Context: an optimization exercise on an open-source flow, tuned for small area. The choices shown serve that exercise and are no tape-out recipe. In this exercise RTL edits were held to simulation tests only and were not proved equivalent to the original. Power figures rest on the tool's default switching activity, not on a simulated workload.

--- design.v ---
module dly_signal (clk, indata, outdata);
parameter WIDTH = 1;
input clk;
input [WIDTH-1:0] indata;
output [WIDTH-1:0] outdata;
reg [WIDTH-1:0] outdata, next_outdata;
always @(posedge clk) outdata <= next_outdata;
always @*
begin
  next_outdata = indata;
end
endmodule
module pipeline_stall (clk, reset, datain, dataout);
parameter WIDTH = 1;
parameter DELAY = 1;
input clk, reset;
input [WIDTH-1:0] datain;
output [WIDTH-1:0] dataout;
reg [(WIDTH*DELAY)-1:0] dly_datain, next_dly_datain;
assign dataout = dly_datain[(WIDTH*DELAY)-1 : WIDTH*(DELAY-1)];
always @ (posedge clk)
begin
  if (reset)
    dly_datain <= 0;
  else dly_datain <= next_dly_datain;
end
always @*
begin
  next_dly_datain = {dly_datain, datain};
end
endmodule
module full_synchronizer (clk, reset, datain, dataout);
parameter WIDTH = 1;
input clk, reset;
input [WIDTH-1:0] datain;
output [WIDTH-1:0] dataout;
pipeline_stall #(WIDTH,2) sync (clk, reset, datain, dataout);
endmodule
module reset_sync (clk, hardreset, reset);
input clk, hardreset;
output reset;
reg [3:0] reset_reg, next_reset_reg;
assign reset = reset_reg[3];
always @ (posedge clk)
begin
  if (hardreset)
    reset_reg <= 4'hF;
  else reset_reg <= next_reset_reg;
end
always @*
begin
  next_reset_reg = {reset_reg,1'b0};
end
endmodule
module ddr_inbuf (clk, pad, indata, indata180);
parameter WIDTH=32;
input clk;
input [WIDTH-1:0] pad;
output [WIDTH-1:0] indata;
output [WIDTH-1:0] indata180;
reg [WIDTH-1:0] indata, indata180, next_indata;
always @(posedge clk) indata <= next_indata;
always @(negedge clk) indata180 <= next_indata;
always @* begin next_indata = pad; end
endmodule
module filter (clock, indata, indata180, outdata);
input clock;
input [31:0] indata;
input [31:0] indata180;
output [31:0] outdata;
reg [31:0] dly_indata, next_dly_indata; 
reg [31:0] dly_indata180, next_dly_indata180; 
reg [31:0] outdata, next_outdata;
always @(posedge clock) 
begin
  outdata <= next_outdata;
  dly_indata <= next_dly_indata;
  dly_indata180 <= next_dly_indata180;
end
always @*
begin
  next_outdata = (outdata | dly_indata | indata) & dly_indata180;
  next_dly_indata = indata;
  next_dly_indata180 = indata180;
end
endmodule
module demux(clock, indata, indata180, outdata);
input clock;
input [15:0] indata;
input [15:0] indata180;
output [31:0] outdata;
reg [15:0] dly_indata180, next_dly_indata180;
assign outdata = {dly_indata180,indata};
always @(posedge clock) 
begin
  dly_indata180 <= next_dly_indata180;
end
always @*
begin
  next_dly_indata180 = indata180;
end
endmodule
module sync (clock, reset, indata, intTestMode, numberScheme, filter_mode, demux_mode, falling_edge, outdata);
input clock;
input reset;
input [31:0] indata;
input intTestMode;
input numberScheme;
input filter_mode;
input demux_mode;
input falling_edge;
output [31:0] outdata;
dly_signal sampled_intTestMode_reg (clock, intTestMode, sampled_intTestMode);
dly_signal sampled_numberScheme_reg (clock, numberScheme, sampled_numberScheme);
wire [31:0] sync_indata, sync_indata180;
ddr_inbuf inbuf (clock, indata, sync_indata, sync_indata180);
reg [7:0] testcount, next_testcount;
always @ (posedge clock)
  if (reset) testcount <= 0;
  else testcount <= next_testcount;
always @* begin next_testcount = testcount+1'b1; end
wire [7:0] testcount1 = {
  testcount[0],testcount[1],testcount[2],testcount[3],
  testcount[4],testcount[5],testcount[6],testcount[7]};
wire [7:0] testcount2 = {
  testcount[3],testcount[2],testcount[1],testcount[0],
  testcount[4],testcount[5],testcount[6],testcount[7]};
wire [7:0] testcount3 = {
  testcount[3],testcount[2],testcount[1],testcount[0],
  testcount[7],testcount[6],testcount[5],testcount[4]};
wire [31:0] itm_count;
dly_signal #(32) sampled_testcount_reg (clock, {testcount3,testcount2,testcount1,testcount}, itm_count);
wire [31:0] itm_indata = (sampled_intTestMode) ? itm_count : sync_indata;
wire [31:0] itm_indata180 = (sampled_intTestMode) ? ~itm_count : sync_indata180;
wire [31:0] demuxL_indata; 
demux demuxL (
  .clock(clock),
  .indata(itm_indata[15:0]), 
  .indata180(itm_indata180[15:0]), 
  .outdata(demuxL_indata));
wire [31:0] demuxH_indata; 
demux demuxH (
  .clock(clock),
  .indata(itm_indata[31:16]), 
  .indata180(itm_indata180[31:16]), 
  .outdata(demuxH_indata));
wire [31:0] demux_indata = (sampled_numberScheme) ? {demuxH_indata[15:0],demuxH_indata[31:16]} : demuxL_indata;
wire [31:0] filtered_indata; 
filter filter (
  .clock(clock), 
  .indata(itm_indata),
  .indata180(itm_indata180),
  .outdata(filtered_indata));
reg [1:0] select, next_select;
reg [31:0] selectdata, next_selectdata;
reg [31:0] outdata;
always @(posedge clock) 
begin
  select <= next_select;
  selectdata <= next_selectdata;
end
always @*
begin
  if (demux_mode)
    next_select = 2'b10;
  else if (filter_mode)
    next_select = 2'b11;
  else next_select = {1'b0,falling_edge};
  case (select) 
    2'b00 : next_selectdata = itm_indata;
    2'b01 : next_selectdata = itm_indata180;
    2'b10 : next_selectdata = demux_indata;
    2'b11 : next_selectdata = filtered_indata;
  endcase
  outdata = (sampled_numberScheme) ? {selectdata[15:0],selectdata[31:16]} : selectdata;
end
endmodule
module async_fifo (
  wrclk, wrreset, rdclk, rdreset,
  space_avail, wrenb, wrdata,
  read_req, data_avail, 
  data_valid, data_out);
parameter ASYNC_FIFO_MAXINDEX = 3;
parameter ASYNC_FIFO_MAXDATA = 31;
parameter ASYNC_FIFO_FULLTHRESHOLD = 4;		 
input wrclk, wrreset;
input rdclk, rdreset;
output space_avail;
input wrenb;
input [ASYNC_FIFO_MAXDATA:0] wrdata;
input read_req;
output data_avail, data_valid;
output [ASYNC_FIFO_MAXDATA:0] data_out;
wire [ASYNC_FIFO_MAXINDEX+1:0] stable_wrptr, stable_rdptr;
wire [ASYNC_FIFO_MAXINDEX:0] ram_wraddr, ram_rdaddr;
wire [ASYNC_FIFO_MAXDATA:0] ram_wrdata, ram_rddata;
async_fifo_ram ram (
  wrclk, rdclk, 
  ram_wrenb, ram_wraddr, ram_wrdata, 
  ram_rdenb, ram_rdaddr, ram_rddata);
defparam ram.ASYNC_FIFO_MAXINDEX = ASYNC_FIFO_MAXINDEX;
defparam ram.ASYNC_FIFO_MAXDATA = ASYNC_FIFO_MAXDATA;
async_fifo_wrpath wrpath (
  wrclk, wrreset, 
  space_avail, wrenb, wrdata,
  ram_wrenb, ram_wraddr, ram_wrdata,
  stable_wrptr, stable_rdptr);
defparam wrpath.ASYNC_FIFO_MAXINDEX = ASYNC_FIFO_MAXINDEX;
defparam wrpath.ASYNC_FIFO_MAXDATA = ASYNC_FIFO_MAXDATA;
defparam wrpath.ASYNC_FIFO_FULLTHRESHOLD = ASYNC_FIFO_FULLTHRESHOLD;
async_fifo_rdpath rdpath (
  rdclk, rdreset, 
  read_req, data_avail, 
  data_valid, data_out,
  ram_rdenb, ram_rdaddr, ram_rddata,
  stable_wrptr, stable_rdptr);
defparam rdpath.ASYNC_FIFO_MAXINDEX = ASYNC_FIFO_MAXINDEX;
defparam rdpath.ASYNC_FIFO_MAXDATA = ASYNC_FIFO_MAXDATA;
endmodule
module async_fifo_wrpath (
  clk, reset, 
  space_avail, data_valid, wrdata,
  ram_wrenb, ram_wraddr, ram_wrdata,
  stable_wrptr, stable_rdptr);
parameter ASYNC_FIFO_MAXINDEX = 3;
parameter ASYNC_FIFO_MAXDATA = 31;
parameter ASYNC_FIFO_FULLTHRESHOLD = 4;
input clk, reset;
output space_avail;
input data_valid;
input [ASYNC_FIFO_MAXDATA:0] wrdata;
output ram_wrenb;
output [ASYNC_FIFO_MAXINDEX:0] ram_wraddr;
output [ASYNC_FIFO_MAXDATA:0] ram_wrdata;
output [ASYNC_FIFO_MAXINDEX+1:0] stable_wrptr;
input [ASYNC_FIFO_MAXINDEX+1:0] stable_rdptr;
localparam WIDTH = ASYNC_FIFO_MAXINDEX+2;
function [WIDTH-1:0] gray2bin;
input [WIDTH-1:0] gray;
integer i;
begin
  gray2bin[WIDTH-1] = gray[WIDTH-1];
  for (i=WIDTH-2; i>=0; i=i-1) gray2bin[i] = gray2bin[i+1]^gray[i];
end
endfunction
function [WIDTH-1:0] bin2gray;
input [WIDTH-1:0] bin;
integer i;
begin
  for (i=0; i<WIDTH-1; i=i+1) bin2gray[i] = bin[i+1] ^ bin[i];
  bin2gray[WIDTH-1] = bin[WIDTH-1];
end
endfunction
reg [ASYNC_FIFO_MAXINDEX+1:0] stable_wrptr, next_stable_wrptr;
reg [ASYNC_FIFO_MAXINDEX+1:0] wrptr, next_wrptr;
reg [ASYNC_FIFO_MAXINDEX+1:0] rdptr, next_rdptr;
reg space_avail, next_space_avail;
wire [ASYNC_FIFO_MAXINDEX+1:0] wrptr_plus1 = wrptr+1'b1;
wire [ASYNC_FIFO_MAXINDEX+1:0] fifo_depth = wrptr-rdptr;
wire [ASYNC_FIFO_MAXINDEX+1:0] gray_rdptr;
full_synchronizer #(WIDTH) sync_gray_rdptr (clk, reset, stable_rdptr, gray_rdptr);
wire ram_wrenb = data_valid;
wire [ASYNC_FIFO_MAXINDEX:0] ram_wraddr = wrptr[ASYNC_FIFO_MAXINDEX:0];
wire [ASYNC_FIFO_MAXDATA:0] ram_wrdata = wrdata;
always @ (posedge clk)
begin
  if (reset) 
    begin
      stable_wrptr <= 0;
      rdptr <= 0;
    end
  else
    begin
      stable_wrptr <= next_stable_wrptr;
      rdptr <= next_rdptr;
    end
end
always @(*)
begin
  next_stable_wrptr = bin2gray(next_wrptr);
  next_rdptr = gray2bin(gray_rdptr);
end
always @ (posedge clk)
begin
  if (reset) 
    begin
      space_avail <= 1'b1;
      wrptr <= 0;
    end
  else
    begin
      space_avail <= next_space_avail;
      wrptr <= next_wrptr;
    end
end
always @(*)
begin
  next_space_avail = fifo_depth<((1<<(ASYNC_FIFO_MAXINDEX+1))-ASYNC_FIFO_FULLTHRESHOLD);
  next_wrptr = (data_valid && space_avail) ? wrptr_plus1 : wrptr;
end
endmodule
module async_fifo_rdpath (
  clk, reset, 
  read_req, data_avail, 
  data_valid, data_out,
  ram_rdenb, ram_rdaddr, ram_rddata,
  stable_wrptr, stable_rdptr);
parameter ASYNC_FIFO_MAXINDEX = 3;
parameter ASYNC_FIFO_MAXDATA = 31;
input clk, reset;
input read_req;
output data_avail, data_valid;
output [ASYNC_FIFO_MAXDATA:0] data_out;
output ram_rdenb;
output [ASYNC_FIFO_MAXINDEX:0] ram_rdaddr;
input [ASYNC_FIFO_MAXDATA:0] ram_rddata;
input [ASYNC_FIFO_MAXINDEX+1:0] stable_wrptr;
output [ASYNC_FIFO_MAXINDEX+1:0] stable_rdptr;
localparam WIDTH = ASYNC_FIFO_MAXINDEX+2;
function [WIDTH-1:0] gray2bin;
input [WIDTH-1:0] gray;
integer i;
begin
  gray2bin[WIDTH-1] = gray[WIDTH-1];
  for (i=WIDTH-2; i>=0; i=i-1) gray2bin[i] = gray2bin[i+1]^gray[i];
end
endfunction
function [WIDTH-1:0] bin2gray;
input [WIDTH-1:0] bin;
integer i;
begin
  for (i=0; i<WIDTH-1; i=i+1) bin2gray[i] = bin[i+1] ^ bin[i];
  bin2gray[WIDTH-1] = bin[WIDTH-1];
end
endfunction
reg [ASYNC_FIFO_MAXINDEX+1:0] stable_rdptr, next_stable_rdptr;
reg [ASYNC_FIFO_MAXINDEX+1:0] wrptr, next_wrptr;
reg data_avail, next_data_avail;
reg data_valid, next_data_valid;
reg [ASYNC_FIFO_MAXINDEX+1:0] rdptr, next_rdptr;
reg [ASYNC_FIFO_MAXDATA:0] data_out, next_data_out;
wire ram_rdenb = data_avail;
reg [ASYNC_FIFO_MAXINDEX:0] ram_rdaddr;
wire [ASYNC_FIFO_MAXINDEX+1:0] rdptr_plus1 = rdptr+1'b1;
wire [ASYNC_FIFO_MAXINDEX+1:0] gray_wrptr;
full_synchronizer #(WIDTH) sync_gray_wrptr (clk, reset, stable_wrptr, gray_wrptr);
always @ (posedge clk)
begin
  if (reset)
    begin
      stable_rdptr <= 0;
      wrptr <= 0;
    end
  else
    begin
      stable_rdptr <= next_stable_rdptr;
      wrptr <= next_wrptr;
    end
end
always @(*)
begin
  next_stable_rdptr = bin2gray(rdptr);
  next_wrptr = gray2bin(gray_wrptr);
end
always @ (posedge clk)
begin
  if (reset) 
    begin
      rdptr <= 0;
      data_avail <= 1'b0;
      data_valid <= 1'b0;
    end
  else
    begin
      rdptr <= next_rdptr;
      data_avail <= next_data_avail;
      data_valid <= next_data_valid;
    end
end
always @ (posedge clk) data_out <= next_data_out;
always @(*)
begin
  next_rdptr = rdptr;
  next_data_out = {(ASYNC_FIFO_MAXDATA+1){data_avail}} & ram_rddata;
  next_data_valid = 1'b0;
  if (read_req && data_avail)
    begin
      next_data_valid = 1'b1;
      next_rdptr = rdptr_plus1;
    end
  next_data_avail = (next_wrptr != next_rdptr);
  ram_rdaddr = next_rdptr[ASYNC_FIFO_MAXINDEX:0];
end
endmodule
module async_fifo_ram (wrclk, rdclk, wrenb, wrptr, wrdata, rdenb, rdptr, rddata);
parameter ASYNC_FIFO_MAXINDEX = 4;
parameter ASYNC_FIFO_MAXDATA = 31;
input wrclk, rdclk;
input wrenb, rdenb;
input [ASYNC_FIFO_MAXINDEX:0] wrptr, rdptr;
input [ASYNC_FIFO_MAXDATA:0] wrdata;
output [ASYNC_FIFO_MAXDATA:0] rddata;
wire dly_wrenb = wrenb;
wire [ASYNC_FIFO_MAXINDEX:0] dly_wrptr = wrptr;
wire [ASYNC_FIFO_MAXDATA:0] dly_wrdata = wrdata;
wire dly_rdenb = rdenb;
wire [ASYNC_FIFO_MAXINDEX:0] dly_rdptr = rdptr;
reg [ASYNC_FIFO_MAXDATA:0] mem[0:(1<<(ASYNC_FIFO_MAXINDEX+1))-1];
reg [ASYNC_FIFO_MAXINDEX:0] rdptr_reg;
assign rddata = mem[rdptr_reg];
always @ (posedge wrclk)
begin
  if (dly_wrenb) mem[dly_wrptr] <= dly_wrdata;
end
always @ (posedge rdclk)
begin
  rdptr_reg <= dly_rdptr;
end
endmodule
module decoder(
  clock, execute, opcode,
  wrtrigmask, wrtrigval, wrtrigcfg, wrtrigedge,
  wrspeed, wrsize, wrFlags,
  wrTrigSelect, wrTrigChain,
  finish_now,
  arm_basic, arm_adv, resetCmd);
input clock;
input execute;
input [7:0] opcode;
output [3:0] wrtrigmask;
output [3:0] wrtrigval;
output [3:0] wrtrigcfg;
output [3:0] wrtrigedge;
output wrspeed;
output wrsize;
output wrFlags;
output wrTrigSelect;
output wrTrigChain;
output finish_now;
output arm_basic;
output arm_adv;
output resetCmd;
reg resetCmd, next_resetCmd;
reg arm_basic, next_arm_basic;
reg arm_adv, next_arm_adv;
reg [3:0] wrtrigmask, next_wrtrigmask;
reg [3:0] wrtrigval, next_wrtrigval;
reg [3:0] wrtrigcfg, next_wrtrigcfg;
reg [3:0] wrtrigedge, next_wrtrigedge;
reg wrspeed, next_wrspeed;
reg wrsize, next_wrsize;
reg wrFlags, next_wrFlags;
reg finish_now, next_finish_now;
reg wrTrigSelect, next_wrTrigSelect;
reg wrTrigChain, next_wrTrigChain;
reg dly_execute, next_dly_execute;
always @(posedge clock) 
begin
  resetCmd <= next_resetCmd;
  arm_basic <= next_arm_basic;
  arm_adv <= next_arm_adv;
  wrtrigmask <= next_wrtrigmask;
  wrtrigval <= next_wrtrigval;
  wrtrigcfg <= next_wrtrigcfg;
  wrtrigedge <= next_wrtrigedge;
  wrspeed <= next_wrspeed;
  wrsize <= next_wrsize;
  wrFlags <= next_wrFlags;
  finish_now <= next_finish_now;
  wrTrigSelect <= next_wrTrigSelect;
  wrTrigChain <= next_wrTrigChain;
  dly_execute <= next_dly_execute;
end
always @*
begin
  next_resetCmd = 1'b0;
  next_arm_basic = 1'b0;
  next_arm_adv = 1'b0;
  next_wrtrigmask = 4'b0000;
  next_wrtrigval = 4'b0000;
  next_wrtrigcfg = 4'b0000;
  next_wrtrigedge = 4'b0000;
  next_wrspeed = 1'b0;
  next_wrsize = 1'b0;
  next_wrFlags = 1'b0;
  next_finish_now = 1'b0;
  next_wrTrigSelect = 1'b0;
  next_wrTrigChain = 1'b0;
  next_dly_execute = execute;
  if (execute & !dly_execute)
    case(opcode)
      8'h00 : next_resetCmd = 1'b1;
      8'h01 : next_arm_basic = 1'b1;
      8'h02 :; 
      8'h03 :; 
      8'h04 :; 
      8'h05 : next_finish_now = 1'b1;
      8'h06 :; 
      8'h0F : next_arm_adv = 1'b1;
      8'h11 :; 
      8'h13 :; 
      8'h80 : next_wrspeed = 1'b1;
      8'h81 : next_wrsize = 1'b1;
      8'h82 : next_wrFlags = 1'b1;
      8'h9E : next_wrTrigSelect = 1'b1;
      8'h9F : next_wrTrigChain = 1'b1;
      8'hC0 : next_wrtrigmask[0] = 1'b1;
      8'hC1 : next_wrtrigval[0] = 1'b1;
      8'hC2 : next_wrtrigcfg[0] = 1'b1;
      8'hC3 : next_wrtrigedge[0] = 1'b1;
      8'hC4 : next_wrtrigmask[1] = 1'b1;
      8'hC5 : next_wrtrigval[1] = 1'b1;
      8'hC6 : next_wrtrigcfg[1] = 1'b1;
      8'hC7 : next_wrtrigedge[1] = 1'b1;
      8'hC8 : next_wrtrigmask[2] = 1'b1;
      8'hC9 : next_wrtrigval[2] = 1'b1;
      8'hCA : next_wrtrigcfg[2] = 1'b1;
      8'hCB : next_wrtrigedge[2] = 1'b1;
      8'hCC : next_wrtrigmask[3] = 1'b1;
      8'hCD : next_wrtrigval[3] = 1'b1;
      8'hCE : next_wrtrigcfg[3] = 1'b1;
      8'hCF : next_wrtrigedge[3] = 1'b1;
    endcase
end
endmodule
module flags(
  clock, reset, wrFlags, config_data,
  finish_now,
  flags_reg);
input clock;
input reset;
input wrFlags;
input [31:0] config_data;
input finish_now;
output [31:0] flags_reg;
reg [31:0] flags_reg, next_flags_reg;
always @(posedge clock) 
begin
  if (reset) flags_reg <= 0;
  else flags_reg <= next_flags_reg;
end
always @*
begin
  next_flags_reg = (wrFlags) ? config_data : flags_reg;
  if (finish_now) next_flags_reg[8] = 1'b0;
end
endmodule
module sampler (
  clock, reset, extClock_mode, 
  wrDivider, config_data, 
  validIn, dataIn, 
  validOut, dataOut, ready50);
input clock; 			 
input reset;			 
input extClock_mode;		 
input wrDivider; 		 
input [23:0] config_data; 	 
input validIn;			 
input [31:0] dataIn; 		 
output validOut; 		 
output [31:0] dataOut; 		 
output ready50;
parameter TRUE = 1'b1;
parameter FALSE = 1'b0;
reg validOut, next_validOut;
reg [31:0] dataOut, next_dataOut;
reg ready50, next_ready50;  
reg [23:0] divider, next_divider; 
reg [23:0] counter, next_counter;	 
wire counter_zero = ~|counter;
always @ (posedge clock) 
begin
  if (reset)
    begin
      divider <= 0;
      counter <= 0;
      validOut <= 0;
      dataOut <= 0;
    end
  else
    begin
      divider <= next_divider;
      counter <= next_counter;
      validOut <= next_validOut;
      dataOut <= next_dataOut;
    end
end
always @*
begin
  next_divider = divider;
  next_counter = counter;
  next_validOut = FALSE;
  next_dataOut = dataOut;
  if (extClock_mode)
    begin
      next_validOut = validIn;
      next_dataOut = dataIn;
    end
  else if (validIn && counter_zero)
    begin
      next_validOut = TRUE;
      next_dataOut = dataIn;
    end
  if (wrDivider)
    begin
      next_divider = config_data[23:0];
      next_counter = next_divider;
      next_validOut = FALSE;  
    end
  else if (validIn) 
    if (counter_zero)
      next_counter = divider;
    else next_counter = counter-1'b1;
end
always @(posedge clock) 
begin
  ready50 <= next_ready50;
end
always @*
begin
  next_ready50 = ready50;
  if (wrDivider)
    next_ready50 = FALSE;  
  else if (counter_zero)
    next_ready50 = TRUE;
  else if (counter == divider[23:1])
    next_ready50 = FALSE;
end
endmodule
module stage(
  clock, reset, dataIn, validIn,
  wrMask, wrValue, wrEdge, 
  wrConfig, config_data,
  arm, demux_mode, level,
  run, match);
parameter TRUE = 1'b1;
parameter FALSE = 1'b0;
input clock, reset;
input validIn;
input [31:0] dataIn;		 
input wrMask;			 
input wrValue;		 
input wrEdge;			 
input wrConfig;			 
input [31:0] config_data;	 
input arm;
input demux_mode;
input [1:0] level;
output run;
output match;
reg [31:0] dataIn_dlyd;
reg validIn_dlyd;
reg [31:0] maskRegister, next_maskRegister;
reg [31:0] valueRegister, next_valueRegister;
reg [31:0] edgeRegister, next_edgeRegister;
reg [27:0] configRegister, next_configRegister;
reg [15:0] counter, next_counter; 
reg [31:0] shiftRegister, next_shiftRegister;
reg match32Register, next_match32Register;
reg run, next_run;
reg match, next_match;
wire cfgStart = configRegister[27];
wire cfgSerial = configRegister[26];
wire [4:0] cfgChannel = configRegister[24:20];
wire [1:0] cfgLevel = configRegister[17:16];
wire [15:0] cfgDelay = configRegister[15:0];
always @ (posedge clock)
  if (wrConfig) begin
    dataIn_dlyd <= 0;
    validIn_dlyd <= 0;
  end else begin
    dataIn_dlyd <= validIn ? dataIn : dataIn_dlyd;
    validIn_dlyd <= validIn | validIn_dlyd;
  end
always @ (posedge clock)
  if (reset) begin
    maskRegister <= 0;
    valueRegister <= 0;
    edgeRegister <= 0;
    configRegister <= 0;
  end else begin
    maskRegister <= next_maskRegister;
    valueRegister <= next_valueRegister;
    edgeRegister <= next_edgeRegister;
    configRegister <= next_configRegister;
  end
always @*
begin
  next_maskRegister = (wrMask) ? config_data : maskRegister;
  next_valueRegister = (wrValue) ? config_data : valueRegister;
  next_edgeRegister = (wrEdge) ? config_data : edgeRegister;
  next_configRegister = (wrConfig) ? config_data[27:0] : configRegister;
end
wire [31:0] testValue = (cfgSerial) ? shiftRegister : dataIn;
wire [31:0] edgeMatch, bitMatch;
genvar i;
generate
  for(i = 0 ; i < 32 ; i = i + 1)
    begin: bitgen
      assign edgeMatch[i] = validIn_dlyd & (valueRegister[i] ? (dataIn[i] & ~dataIn_dlyd[i]) : (~dataIn[i] & dataIn_dlyd[i]));
      assign bitMatch[i] = ~maskRegister[i] | ((edgeRegister[i] & ~cfgSerial) ? edgeMatch[i] : (~testValue[i] ^ valueRegister[i]));
    end
endgenerate
wire matchL16 = &bitMatch[15:0];
wire matchH16 = &bitMatch[31:16];
always @(posedge clock) 
begin
  match32Register <= next_match32Register;
end
always @*
begin
  if (demux_mode) 
    next_match32Register = matchL16 | matchH16;
  else next_match32Register = matchL16 & matchH16;
end
wire serialChannelL16 = dataIn[{1'b0,cfgChannel[3:0]}];
wire serialChannelH16 = dataIn[{1'b1,cfgChannel[3:0]}];
always @(posedge clock) 
begin
  shiftRegister <= next_shiftRegister;
end
always @*
begin
  next_shiftRegister = shiftRegister;
  if (validIn)
    if (demux_mode)  
      next_shiftRegister = {shiftRegister,serialChannelH16,serialChannelL16};
    else next_shiftRegister = {shiftRegister, (cfgChannel[4]) ? serialChannelH16 : serialChannelL16};
end
parameter [1:0]
  OFF = 2'h0,
  ARMED = 2'h1,
  MATCHED = 2'h2;
reg [1:0] state, next_state;
always @(posedge clock) 
begin
  if (reset) 
    begin
      state <= OFF;
      counter <= 0;
      match <= FALSE;
      run <= FALSE;
    end
  else 
    begin
      state <= next_state;
      counter <= next_counter;
      match <= next_match;
      run <= next_run;
    end
end
always @*
begin
  next_state = state;
  next_counter = counter;
  next_match = FALSE;
  next_run = FALSE;
  case (state)  
    OFF : 
      begin
        if (arm) next_state = ARMED;
      end
    ARMED : 
      begin
        next_counter = cfgDelay;
        if (match32Register && (level >= cfgLevel)) 
          next_state = MATCHED;
      end
    MATCHED : 
      begin
        if (validIn)
	  begin
            next_counter = counter-1'b1;
            if (~|counter)
	      begin
                next_run = cfgStart;
                next_match = ~cfgStart;
                next_state = OFF;
              end
	  end
      end
  endcase
end
endmodule
module trigger(
  clock, reset, 
  dataIn, validIn, 
  wrMask, wrValue,
  wrConfig, wrEdge,
  config_data,
  arm, demux_mode, 
  capture, run);
input clock, reset;
input validIn;
input [31:0] dataIn;		 
input [3:0] wrMask;		 
input [3:0] wrValue;		 
input [3:0] wrConfig;		 
input [3:0] wrEdge;		 
input [31:0] config_data;	 
input arm;
input demux_mode;
output capture;			 
output run;			 
reg capture, next_capture;
reg [1:0] levelReg, next_levelReg;
wire [3:0] stageRun;
wire run = |stageRun;
wire [3:0] stageMatch;
stage stage0 (
  .clock(clock), .reset(reset), .dataIn(dataIn), .validIn(validIn), 
  .wrMask(wrMask[0]), .wrValue(wrValue[0]), .wrEdge(wrEdge[0]), 
  .wrConfig(wrConfig[0]), .config_data(config_data),
  .arm(arm), .level(levelReg), .demux_mode(demux_mode),
  .run(stageRun[0]), .match(stageMatch[0]));
stage stage1 (
  .clock(clock), .reset(reset), .dataIn(dataIn), .validIn(validIn), 
  .wrMask(wrMask[1]), .wrValue(wrValue[1]), .wrEdge(wrEdge[1]), 
  .wrConfig(wrConfig[1]), .config_data(config_data),
  .arm(arm), .level(levelReg), .demux_mode(demux_mode),
  .run(stageRun[1]), .match(stageMatch[1]));
stage stage2 (
  .clock(clock), .reset(reset), .dataIn(dataIn), .validIn(validIn), 
  .wrMask(wrMask[2]), .wrValue(wrValue[2]), .wrEdge(wrEdge[2]), 
  .wrConfig(wrConfig[2]), .config_data(config_data),
  .arm(arm), .level(levelReg), .demux_mode(demux_mode),
  .run(stageRun[2]), .match(stageMatch[2]));
stage stage3 (
  .clock(clock), .reset(reset), .dataIn(dataIn), .validIn(validIn), 
  .wrMask(wrMask[3]), .wrValue(wrValue[3]), .wrEdge(wrEdge[3]), 
  .wrConfig(wrConfig[3]), .config_data(config_data),
  .arm(arm), .level(levelReg), .demux_mode(demux_mode),
  .run(stageRun[3]), .match(stageMatch[3]));
always @(posedge clock) 
begin : P2
  if (reset) 
    begin
      capture <= 1'b0;
      levelReg <= 2'b00;
    end
  else 
    begin
      capture <= next_capture;
      levelReg <= next_levelReg;
    end
end
always @*
begin
  next_capture = arm | capture;
  next_levelReg = levelReg;
  if (|stageMatch) next_levelReg = levelReg + 1;
end
endmodule
module delay_fifo (
  clock, 
  validIn, dataIn,
  validOut, dataOut);
parameter DELAY = 3;	 
parameter WIDTH = 32;
input clock;
input validIn;
input [WIDTH-1:0] dataIn;
output validOut;
output [WIDTH-1:0] dataOut;
reg [WIDTH:0] shift [0:DELAY-1];
integer k;
always @(posedge clock)
begin
  shift[0] <= {validIn, dataIn};
  for (k=1; k<DELAY; k=k+1) shift[k] <= shift[k-1];
end
assign {validOut, dataOut} = shift[DELAY-1];
endmodule
module data_align(
  clock, disabledGroups, 
  validIn, dataIn, 
  validOut, dataOut);
input clock;
input [3:0] disabledGroups;
input validIn;
input [31:0] dataIn;
output validOut;
output [31:0] dataOut;
reg [1:0] insel0, next_insel0;
reg [1:0] insel1, next_insel1;
reg insel2, next_insel2;
reg [31:0] dataOut, next_dataOut;
reg validOut, next_validOut;
always @ (posedge clock)
begin
  dataOut <= next_dataOut;
  validOut <= next_validOut;
end
always @*
begin
  next_dataOut = dataIn;
  next_validOut = validIn;
  case (insel0[1:0])
    2'h1 : next_dataOut[7:0] = dataIn[15:8];
    2'h2 : next_dataOut[7:0] = dataIn[23:16];
    2'h3 : next_dataOut[7:0] = dataIn[31:24];
  endcase
  case (insel1[1:0])
    2'h1 : next_dataOut[15:8] = dataIn[23:16];
    2'h2 : next_dataOut[15:8] = dataIn[31:24];
  endcase
  case (insel2)
    1'b1 : next_dataOut[23:16] = dataIn[31:24];
  endcase
end
always @(posedge clock) 
begin
  insel0 <= next_insel0;
  insel1 <= next_insel1;
  insel2 <= next_insel2;
end
always @*
begin
  next_insel0 = 2'h0;
  next_insel1 = 2'h0;
  next_insel2 = 1'b0;
  case (disabledGroups)
    4'b0001 : begin next_insel2 = 1'b1; next_insel1=2'h1; next_insel0=2'h1; end
    4'b0010 : begin next_insel2 = 1'b1; next_insel1=2'h1; end
    4'b0100 : begin next_insel2 = 1'b1; end
    4'b0011 : begin next_insel1=2'h2; next_insel0=2'h2; end
    4'b0101 : begin next_insel1=2'h2; next_insel0=2'h1; end
    4'b1001 : begin next_insel1=2'h1; next_insel0=2'h1; end
    4'b0110 : begin next_insel1=2'h2; end
    4'b1010 : begin next_insel1=2'h1; end
    4'b1100 : begin next_insel1=2'h0; end
    4'b0111 : next_insel0 = 2'h3;
    4'b1011 : next_insel0 = 2'h2;
    4'b1101 : next_insel0 = 2'h1;
  endcase
end
endmodule
module rle_enc(
  clock, reset, 
  enable, arm, 
  rle_mode, demux_mode, disabledGroups, 
  dataIn, validIn, 
  dataOut, validOut);
input clock, reset;
input enable, arm;
input [1:0] rle_mode;
input demux_mode;
input [3:0] disabledGroups;
input [31:0] dataIn;
input validIn;
output [31:0] dataOut;
output validOut;
localparam TRUE = 1'b1;
localparam FALSE = 1'b0;
localparam RLE_COUNT = 1'b1;
reg active, next_active;
reg mask_flag, next_mask_flag;
reg [1:0] mode, next_mode;
reg [30:0] data_mask, next_data_mask;
reg [30:0] last_data, next_last_data;
reg last_valid, next_last_valid;
reg [31:0] dataOut, next_dataOut;
reg validOut, next_validOut;
reg [30:0] count, next_count;		 
reg [8:0] fieldcount, next_fieldcount;	 
reg [1:0] track, next_track;		 
wire [30:0] inc_count = count+1'b1;
wire count_zero = ~|count;
wire count_gt_one = track[1];
wire count_full = (count==data_mask);
reg demux_mismatch;
reg mismatch;
wire [30:0] masked_dataIn = dataIn & data_mask;
wire rle_repeat_mode = 0;  
always @ (posedge clock)
begin
  mode <= next_mode;
  data_mask <= next_data_mask;
end
always @*
begin
  next_mode = 2'h3;  
  case (disabledGroups)
    4'b1110,4'b1101,4'b1011,4'b0111 : next_mode = 2'h0;  
    4'b1100,4'b1010,4'b0110,4'b1001,4'b0101,4'b0011 : next_mode = 2'h1;  
    4'b1000,4'b0100,4'b0010,4'b0001 : next_mode = 2'h2;  
  endcase
  next_data_mask = demux_mode ? 32'h7FFF7FFF : 32'h7FFFFFFF;
  case (mode)
    2'h0 : next_data_mask = 32'h0000007F;
    2'h1 : next_data_mask = demux_mode ? 32'h00007F7F : 32'h00007FFF;
    2'h2 : next_data_mask = 32'h007FFFFF;
  endcase
end
always @ (posedge clock)
begin
  if (reset)
    begin
      active <= 0;
      mask_flag <= 0;
    end
  else 
    begin
      active <= next_active;
      mask_flag <= next_mask_flag;
    end
end
always @ (posedge clock)
begin
  count <= next_count;
  fieldcount <= next_fieldcount;
  track <= next_track;
  dataOut <= next_dataOut;
  validOut <= next_validOut;
  last_data <= next_last_data;
  last_valid <= next_last_valid;
end
always @*
begin
  next_active = active | (enable && arm);
  next_mask_flag = mask_flag | (enable && arm);  
  next_dataOut = (mask_flag) ? masked_dataIn : dataIn;
  next_validOut = validIn;
  next_last_data = (validIn) ? masked_dataIn : last_data; 
  next_last_valid = FALSE;
  next_count = count & {31{active}};
  next_fieldcount = fieldcount & {9{active}};
  next_track = track & {2{active}};
  mismatch = |(masked_dataIn^last_data);  
  if (demux_mode)
    begin
      case (mode)
        2'h0 : demux_mismatch = 0;  
        2'h1 : demux_mismatch = (dataIn[14:8] != dataIn[6:0]);
        2'h2 : demux_mismatch = 0;  
        2'h3 : demux_mismatch = (dataIn[30:16] != dataIn[14:0]);
      endcase
    end
  else
    demux_mismatch = 0;
  if (active)
    begin
      next_validOut = FALSE;
      next_last_valid = last_valid | validIn;
      if (validIn && last_valid)
        if (!enable || mismatch || demux_mismatch || count_full)  
          begin
	    next_active = enable;
            next_validOut = TRUE;
            next_dataOut = {RLE_COUNT,count};
            case (mode)
              2'h0 : next_dataOut = {RLE_COUNT,count[6:0]};
              2'h1 : next_dataOut = {RLE_COUNT,count[14:0]};
              2'h2 : next_dataOut = {RLE_COUNT,count[22:0]};
            endcase
            if (!count_gt_one) next_dataOut = last_data;
	    next_fieldcount = fieldcount+1'b1;  
	    next_count = (mismatch || demux_mismatch || ~rle_mode[1] || ~rle_mode[0] & fieldcount[8]) ? 0 : 1;
	    next_track = next_count[1:0];
          end
        else  
	  begin
            next_count = inc_count;
	    if (count_zero)  
	      begin
		next_fieldcount = 0;
		next_validOut = TRUE;
	      end
	    if (rle_repeat_mode && count_zero) next_count = 2;
	    next_track = {|track,1'b1};
	  end
    end
end
endmodule
module controller(
  clock, reset, run,
  wrSize, config_data,
  validIn, dataIn, busy, arm, 
  send, memoryWrData, memoryRead, 
  memoryWrite, memoryLastWrite);
input clock;
input reset;
input run;
input wrSize;
input [31:0] config_data;
input validIn;
input [31:0] dataIn;
input busy;
input arm;
output send;
output [31:0] memoryWrData;
output memoryRead;
output memoryWrite;
output memoryLastWrite;
reg [15:0] fwd, next_fwd;  
reg [15:0] bwd, next_bwd;
reg send, next_send;
reg memoryRead, next_memoryRead;
reg memoryWrite, next_memoryWrite;
reg memoryLastWrite, next_memoryLastWrite;
reg [17:0] counter, next_counter; 
wire [17:0] counter_inc = counter+1'b1;
reg [31:0] memoryWrData, next_memoryWrData;
always @(posedge clock) 
begin
  memoryWrData <= next_memoryWrData;
end
always @*
begin
  next_memoryWrData = dataIn;
end
parameter [2:0]
  IDLE =     3'h0,
  SAMPLE =   3'h1,
  DELAY =    3'h2,
  READ =     3'h3,
  READWAIT = 3'h4;
reg [2:0] state, next_state; 
always @(posedge clock) 
begin
  if (reset)
    begin
      state <= IDLE;
      memoryWrite <= 1'b0;
      memoryLastWrite <= 1'b0;
      memoryRead <= 1'b0;
    end
  else 
    begin
      state <= next_state;
      memoryWrite <= next_memoryWrite;
      memoryLastWrite <= next_memoryLastWrite;
      memoryRead <= next_memoryRead;
    end
end
always @(posedge clock)
begin
  counter <= next_counter;
  send <= next_send;
end
always @*
begin
  next_state = state;
  next_counter = counter;
  next_memoryWrite = 1'b0;
  next_memoryLastWrite = 1'b0;
  next_memoryRead = 1'b0;
  next_send = 1'b0;
  case(state)
    IDLE :
      begin
        next_counter = 0;
        next_memoryWrite = 1;
	if (run) next_state = DELAY;
	else if (arm) next_state = SAMPLE;
      end
    SAMPLE : 
      begin
        next_counter = 0;
        next_memoryWrite = validIn;
        if (run) next_state = DELAY;
      end
    DELAY : 
      begin
	if (validIn)
	  begin
	    next_memoryWrite = 1'b1;
            next_counter = counter_inc;
            if (counter == {fwd,2'b11}) 	 
	      begin				 
		next_memoryLastWrite = 1'b1;	 
		next_counter = 0;
		next_state = READ;
	      end
	  end
      end
    READ : 
      begin
        next_memoryRead = 1'b1;
        next_send = 1'b1;
        if (counter == {bwd,2'b11}) 
	  begin
            next_counter = 0;
            next_state = IDLE;
          end
        else 
	  begin
            next_counter = counter_inc;
            next_state = READWAIT;
          end
      end
    READWAIT : 
      begin
        if (!busy && !send) next_state = READ;
      end
  endcase
end
always @(posedge clock) 
begin
  fwd <= next_fwd;
  bwd <= next_bwd;
end
always @*
begin
  next_fwd = fwd;
  next_bwd = bwd;
  if (wrSize) 
    begin
      next_fwd = config_data[31:16];
      next_bwd = config_data[15:0];
    end
end
endmodule
module ols_core(
  clock, extReset, 
  extTriggerIn, 
  opcode, config_data, execute, indata, outputBusy, 
  sampleReady50, outputSend, stableInput,
  memoryWrData, memoryRead, memoryWrite, memoryLastWrite,
  extTriggerOut, armLEDnn, 
  triggerLEDnn, wrFlags, extTestMode);
input clock;
input extReset;			 
input [7:0] opcode;		 
input [31:0] config_data;
input execute;			 
input [31:0] indata;		 
input outputBusy;
input extTriggerIn;
output sampleReady50;
output outputSend;
output [31:0] stableInput;
output [31:0] memoryWrData;
output memoryRead;
output memoryWrite;
output memoryLastWrite;
output extTriggerOut;
output armLEDnn;
output triggerLEDnn;
output wrFlags;
output extTestMode;
wire [31:0] syncedInput;
wire [3:0] wrtrigmask; 
wire [3:0] wrtrigval; 
wire [3:0] wrtrigcfg;
wire [3:0] wrtrigedge;
wire wrDivider; 
wire wrsize; 
wire sample_valid;
wire [31:0] sample_data; 
wire dly_sample_valid;
wire [31:0] dly_sample_data;
wire aligned_data_valid;
wire [31:0] aligned_data;
wire rle_data_valid; 
wire [31:0] rle_data;
wire arm_basic, arm_adv;
wire arm = arm_basic | arm_adv;
wire resetCmd;
wire reset = extReset | resetCmd;
reset_sync reset_sync_core (clock, reset, reset_core); 
reset_sync reset_sync_sample (clock, reset_core, reset_sample);
wire [31:0] flags_reg;
wire demux_mode = flags_reg[0];                     
wire filter_mode = flags_reg[1];                    
wire [3:0] disabledGroups = flags_reg[5:2];         
wire extClock_mode = flags_reg[6];                  
wire falling_edge = flags_reg[7];                   
wire rleEnable = flags_reg[8];                      
wire numberScheme = flags_reg[9];                   
wire extTestMode = flags_reg[10] && !numberScheme;  
wire intTestMode = flags_reg[11];                   
wire [1:0] rle_mode = flags_reg[15:14];             
wire run_basic, run; 
dly_signal extTriggerIn_reg (clock, extTriggerIn, sampled_extTriggerIn);
dly_signal extTriggerOut_reg (clock, run, extTriggerOut);
assign run = run_basic | sampled_extTriggerIn;
reg armLEDnn, next_armLEDnn;
reg triggerLEDnn, next_triggerLEDnn;
always @(posedge clock) 
begin
  armLEDnn <= next_armLEDnn;
  triggerLEDnn <= next_triggerLEDnn;
end
always @*
begin
  next_armLEDnn = armLEDnn;
  next_triggerLEDnn = triggerLEDnn;
  if (arm) 
    begin
      next_armLEDnn = ~1'b1;
      next_triggerLEDnn = ~1'b0;
    end
  else if (run) 
    begin
      next_armLEDnn = ~1'b0;
      next_triggerLEDnn = ~1'b1;
    end
end
decoder decoder(
  .clock(clock),
  .execute(execute),
  .opcode(opcode),
  .wrtrigmask(wrtrigmask),
  .wrtrigval(wrtrigval),
  .wrtrigcfg(wrtrigcfg),
  .wrtrigedge(wrtrigedge),
  .wrspeed(wrDivider),
  .wrsize(wrsize),
  .wrFlags(wrFlags),
  .wrTrigSelect(wrTrigSelect),
  .wrTrigChain(wrTrigChain),
  .finish_now(finish_now),
  .arm_basic(arm_basic),
  .arm_adv(arm_adv),
  .resetCmd(resetCmd));
flags flags(
  .clock(clock),
  .reset(extReset),
  .wrFlags(wrFlags),
  .config_data(config_data),
  .finish_now(finish_now),
  .flags_reg(flags_reg));
sync sync(
  .clock(clock),
  .reset(extReset),
  .indata(indata),
  .intTestMode(intTestMode),
  .numberScheme(numberScheme),
  .filter_mode(filter_mode),
  .demux_mode(demux_mode),
  .falling_edge(falling_edge),
  .outdata(syncedInput));
async_fifo async_fifo(
  .wrclk(clock), .wrreset(reset_sample),
  .rdclk(clock), .rdreset(reset_core),
  .space_avail(), .wrenb(1'b1), .wrdata(syncedInput),
  .read_req(1'b1), .data_avail(), 
  .data_valid(stableValid), .data_out(stableInput));
sampler sampler(
  .clock(clock),
  .reset(extReset),
  .extClock_mode(extClock_mode),
  .wrDivider(wrDivider),
  .config_data(config_data[23:0]),
  .validIn(stableValid),
  .dataIn(stableInput),
  .validOut(sample_valid),
  .dataOut(sample_data),
  .ready50(sampleReady50));
trigger trigger(
  .clock(clock),
  .reset(reset_core),
  .validIn(sample_valid),
  .dataIn(sample_data),
  .wrMask(wrtrigmask),
  .wrValue(wrtrigval),
  .wrConfig(wrtrigcfg),
  .wrEdge(wrtrigedge),
  .config_data(config_data),
  .arm(arm_basic),
  .demux_mode(demux_mode),
  .run(run_basic),
  .capture(capture_basic));
wire capture = capture_basic;
delay_fifo #(.DELAY(3)) delay_fifo (
  .clock(clock),
  .validIn(sample_valid),
  .dataIn(sample_data),
  .validOut(dly_sample_valid),
  .dataOut(dly_sample_data));
data_align data_align (
  .clock(clock),
  .disabledGroups(disabledGroups),
  .validIn(dly_sample_valid && capture),
  .dataIn(dly_sample_data),
  .validOut(aligned_data_valid),
  .dataOut(aligned_data));
rle_enc rle_enc (
  .clock(clock),
  .reset(reset_core),
  .enable(rleEnable),
  .arm(arm),
  .rle_mode(rle_mode),
  .demux_mode(demux_mode),
  .disabledGroups(disabledGroups),
  .validIn(aligned_data_valid),
  .dataIn(aligned_data),
  .validOut(rle_data_valid),
  .dataOut(rle_data));
pipeline_stall #(.DELAY(2)) dly_arm_reg (
  .clk(clock), 
  .reset(reset_core), 
  .datain(arm), 
  .dataout(dly_arm));
pipeline_stall #(.DELAY(1)) dly_run_reg (
  .clk(clock), 
  .reset(reset_core), 
  .datain(run), 
  .dataout(dly_run));
controller controller(
  .clock(clock),
  .reset(reset_core),
  .run(dly_run),
  .wrSize(wrsize),
  .config_data(config_data),
  .validIn(rle_data_valid),
  .dataIn(rle_data),
  .arm(dly_arm),
  .busy(outputBusy),
  .send(outputSend),
  .memoryWrData(memoryWrData),
  .memoryRead(memoryRead),
  .memoryWrite(memoryWrite),
  .memoryLastWrite(memoryLastWrite));
endmodule
--- run.sh ---
#!/bin/bash
# synth_recipe.tcl (not shown) runs the flow's synth.tcl, then flattens the netlist and writes it again
# the make line also repeats each setting of config.mk as NAME=value (left out here)
make -C /OpenROAD-flow-scripts/flow DESIGN_CONFIG=/design/flow/config.mk WORK_HOME=/design/flow/orfs CLKGATE_MAP_FILE= SYNTH_SCRIPT=/design/flow/synth_recipe.tcl finish
--- config.mk ---
export PLATFORM = sky130hd
export DESIGN_NAME = ols_core
export DESIGN_NICKNAME = ols_core
export VERILOG_FILES = /design/flow/design.v
export SDC_FILE = /design/flow/constraint.sdc
export NUM_CORES = 4
export LEC_CHECK = 0
export CAP_MARGIN = 20
export CORE_MARGIN = 2
export CORE_UTILIZATION = 40
export SLEW_MARGIN = 20
--- constraint.sdc ---
create_clock -name core_clock -period 10.0 [get_ports {clock}]
set_input_delay 2.0000 -clock core_clock [delete_from_list [all_inputs] [get_ports {clock}]]
set_output_delay 2.0000 -clock core_clock [all_outputs]
set_load 0.01 [all_outputs]
==> flow_metrics.tcl <==
set metrics [dict create \
    routedWlPerCell_microns 23.22 \
    dp.cells 9858 \
    crit_required_ns 5.64 \
    rsz0062_at_grt "no" \
    clkLatencyLatePin_ns 0.86 \
    yosysSeqAreaShare 0.5846 \
    cts-root-buf "clkbuf_16" \
    synth-seq-cells 2115 \
    die_area_sq_um 215600 \
    fillers 18997 \
    multi_input_area_sq_um 32750 \
    syn_to_final_growth_pct 13.99 \
    cts_setup_buffers 0 \
    finalHoldViolCount 0 \
    regMostFlops "async_fifo.ram.mem" \
    hp-class "flip-flop to flip-flop" \
    syn-num-nets 7402 \
    clockBufferDepth 3 \
    min_path_cells 0 \
    hold_buffers 0 \
    worst_setup_path_start_kind "primary input" \
    crit_buf_inv 1 \
    drtPass1Iterations 6 \
    chipHeight_microns 464.3 \
    grt_antenna_before_repair 10 \
    ant_nets 0 \
    cp_max_fo 2 \
    globalRouteOverflowTotal 0 \
    cts_buffers 213 \
    power.density_nw_per_um2 183.4 \
    post_synth.cell_area_avg_sq_um 11.65 \
    route.vias.total 56687 \
    globalplace.congestion 0.8719 \
    grt_pass1_wl_mm 356.2 \
    regArea_sq_um 49620 \
    grt_pass1_vias 54898 \
    fin_ws_ns 3.201 \
    fin_skew_ns 0.07538 \
    ir_drop_mv 0.1942 \
    synth_edf_count 721 \
    grt.total_usage 0.2163 \
    synth_cells 7274 \
    layout.nets 7428 \
    final_cell_count_no_fill 10303 \
    r2r_cells 3 \
    die_w_microns 464.3 \
    core_region_area_sq_um 210200 \
    crit_slowest_cell "clkdlybuf4s50_1" \
    synth-main-ff-cell "dfxtp_1" \
    synth_cell_types 81 \
    arrival_ns 2.44 \
    wl_mm 239.2 \
    crit_family "buffers and inverters" \
    cts.sinks 2115 \
    grt_max_degree 194 \
    synthesis.area_sq_um 84770 \
    path_cells "clkdlybuf4s50_1" \
    largest_register_ffs 512 \
    via_per_inst 5.502 \
    p_leak_nw 32.18 \
    synth_warnings 38 \
    portBuffers 150 \
    setup_viol 0 \
    post-route-drc-count 0 \
    drive_above_1_share 0.1276 \
    cp_slowest_stage_delay_ns 0.44 \
    fin_setup_tns_ns 0 \
    drv_cap 0 \
    status "timing/DRC/antenna clean" \
    async_flop_share 0 \
    path_clk_slew_ns 0.06 \
    ctsHtreeMaxLevel 4 \
    cts_tree "yes" \
    reg_top3 "async_fifo.ram.mem x512, delay_fifo.shift x99" \
    cts_resized 0 \
    place_hpwl_mm 149.0 \
    tightest_slew_ns 1.182 \
    drt_iter0_markers 4970 \
    critical_path_depth 1 \
    hold_ws_ns 0.3009 \
    start_util 0.4033 \
    relSlewSlack 0.2120 \
    rows 168 \
    dpl_worst_slack_ns 2.418 \
    boundaryPins 151 \
    crit_path_end_kind "flip-flop" \
    crit_type "primary input to flip-flop" \
    final_util 0.4597 \
    slew_viol_final 0 \
]
[worst paths after layout]
check	startpoint	end	slack [ns]
max	indata[28]	sync.inbuf.indata180[28]	3.20
min reg2reg	delay_fifo.shift[0][32]	delay_fifo.shift[1][32]	0.30
min	delay_fifo.shift[0][32]	delay_fifo.shift[1][32]	0.30
max reg2reg	sync.inbuf.indata180[3]	sync.selectdata[3]	3.97
[area by class of cell]
cell class | count | share of cell area
Antenna cell | 7 | 0.0001813
Clock buffer | 311 | 0.06455
Clock inverter | 127 | 0.01458
Inverter | 156 | 0.006060
Multi-Input combinational cell | 4504 | 0.3389
Sequential cell | 2115 | 0.5135
Tap cell | 2805 | 0.03632
Timing Repair Buffer | 278 | 0.02587
[power by group]
part           switching (mW)  internal, mW  total, mW
combinational           0.221         0.107      0.328
clock                    3.57          4.82       8.38
sequential             0.0587          8.95       9.01
total                    3.85          13.9       17.7
[through the flow]
step,total power [mW],instance area [sq um]
floorplan,9.365,84770
global placement,9.531,88940
detailed placement,9.541,88940
CTS,17.86,96580
global route,18.27,96610
finish,17.72,96620
[Yosys cell counts, types with 21 or more instances]
| cell | n | share of area |
|---|---|---|
| dfxtp_1 | 1394 | 0.33 |
| nor2_1 | 768 | 0.034 |
| edfxtp_1 | 721 | 0.26 |
| mux2i_1 | 543 | 0.064 |
| nand2_1 | 440 | 0.019 |
| clkbuf_1 | 400 | 0.018 |
| a21oi_1 | 324 | 0.019 |
| o21ai_0 | 316 | 0.019 |
| xor2_1 | 234 | 0.024 |
| mux4_2 | 217 | 0.058 |
| nand2b_1 | 201 | 0.015 |
| mux2_2 | 182 | 0.024 |
| inv_1 | 156 | 0.0069 |
| a31oi_1 | 143 | 0.011 |
| a211oi_1 | 142 | 0.013 |
| nand3_1 | 99 | 0.0058 |
| a22oi_1 | 82 | 0.0073 |
| buf_1 | 82 | 0.0036 |
| xnor2_1 | 82 | 0.0085 |
| nor2b_1 | 81 | 0.0060 |
| and2_1 | 69 | 0.0051 |
| nor3_1 | 59 | 0.0035 |
| nand4_1 | 52 | 0.0038 |
| ha_1 | 51 | 0.0075 |
| o22ai_1 | 41 | 0.0030 |
| o31a_1 | 32 | 0.0033 |
| nor4_1 | 30 | 0.0022 |
| o211ai_1 | 26 | 0.0023 |
| a221oi_1 | 24 | 0.0025 |
| a22o_1 | 23 | 0.0024 |
| and3_1 | 21 | 0.0015 |
[logic make-up after synthesis]
family,count (synthesis),share of synthesized area
compound gates,1288,0.09506
buf+inv,655,0.02948
flops,2115,0.5846
mux,943,0.1461
fa+ha+maj,55,0.008000
xor+xnor,316,0.03265
simple gates,1902,0.1041
[placed cells by master, fill, tap and decap left out, drive strengths merged, types with 41 or more instances in the layout]
cell type and n:
buf 130, nand3 99, mux2i 543, mux2 183
a31oi 143, clkbuf 311, a211oi 142, xor2 234
and2 70, clkdlybuf4s50 148, o21ai 330, o22ai 41
nand2 440, xnor2 82, mux4 217, dfxtp 1394
a21oi 325, nor3 59, nor2b 81, clkinv 57
nand4 52, ha 51, edfxtp 721, nand2b 201
nor2 768, a22oi 82, inv 195
[layer usage]
layer	vias up	part of all wire	global-route usage
met2	1743	0.47	0.3577
met4	0	0.034	0.07379
met1	28347	0.44	0.2907
met5	-	0	0
met3	352	0.054	0.03051
li1	26245	-	-
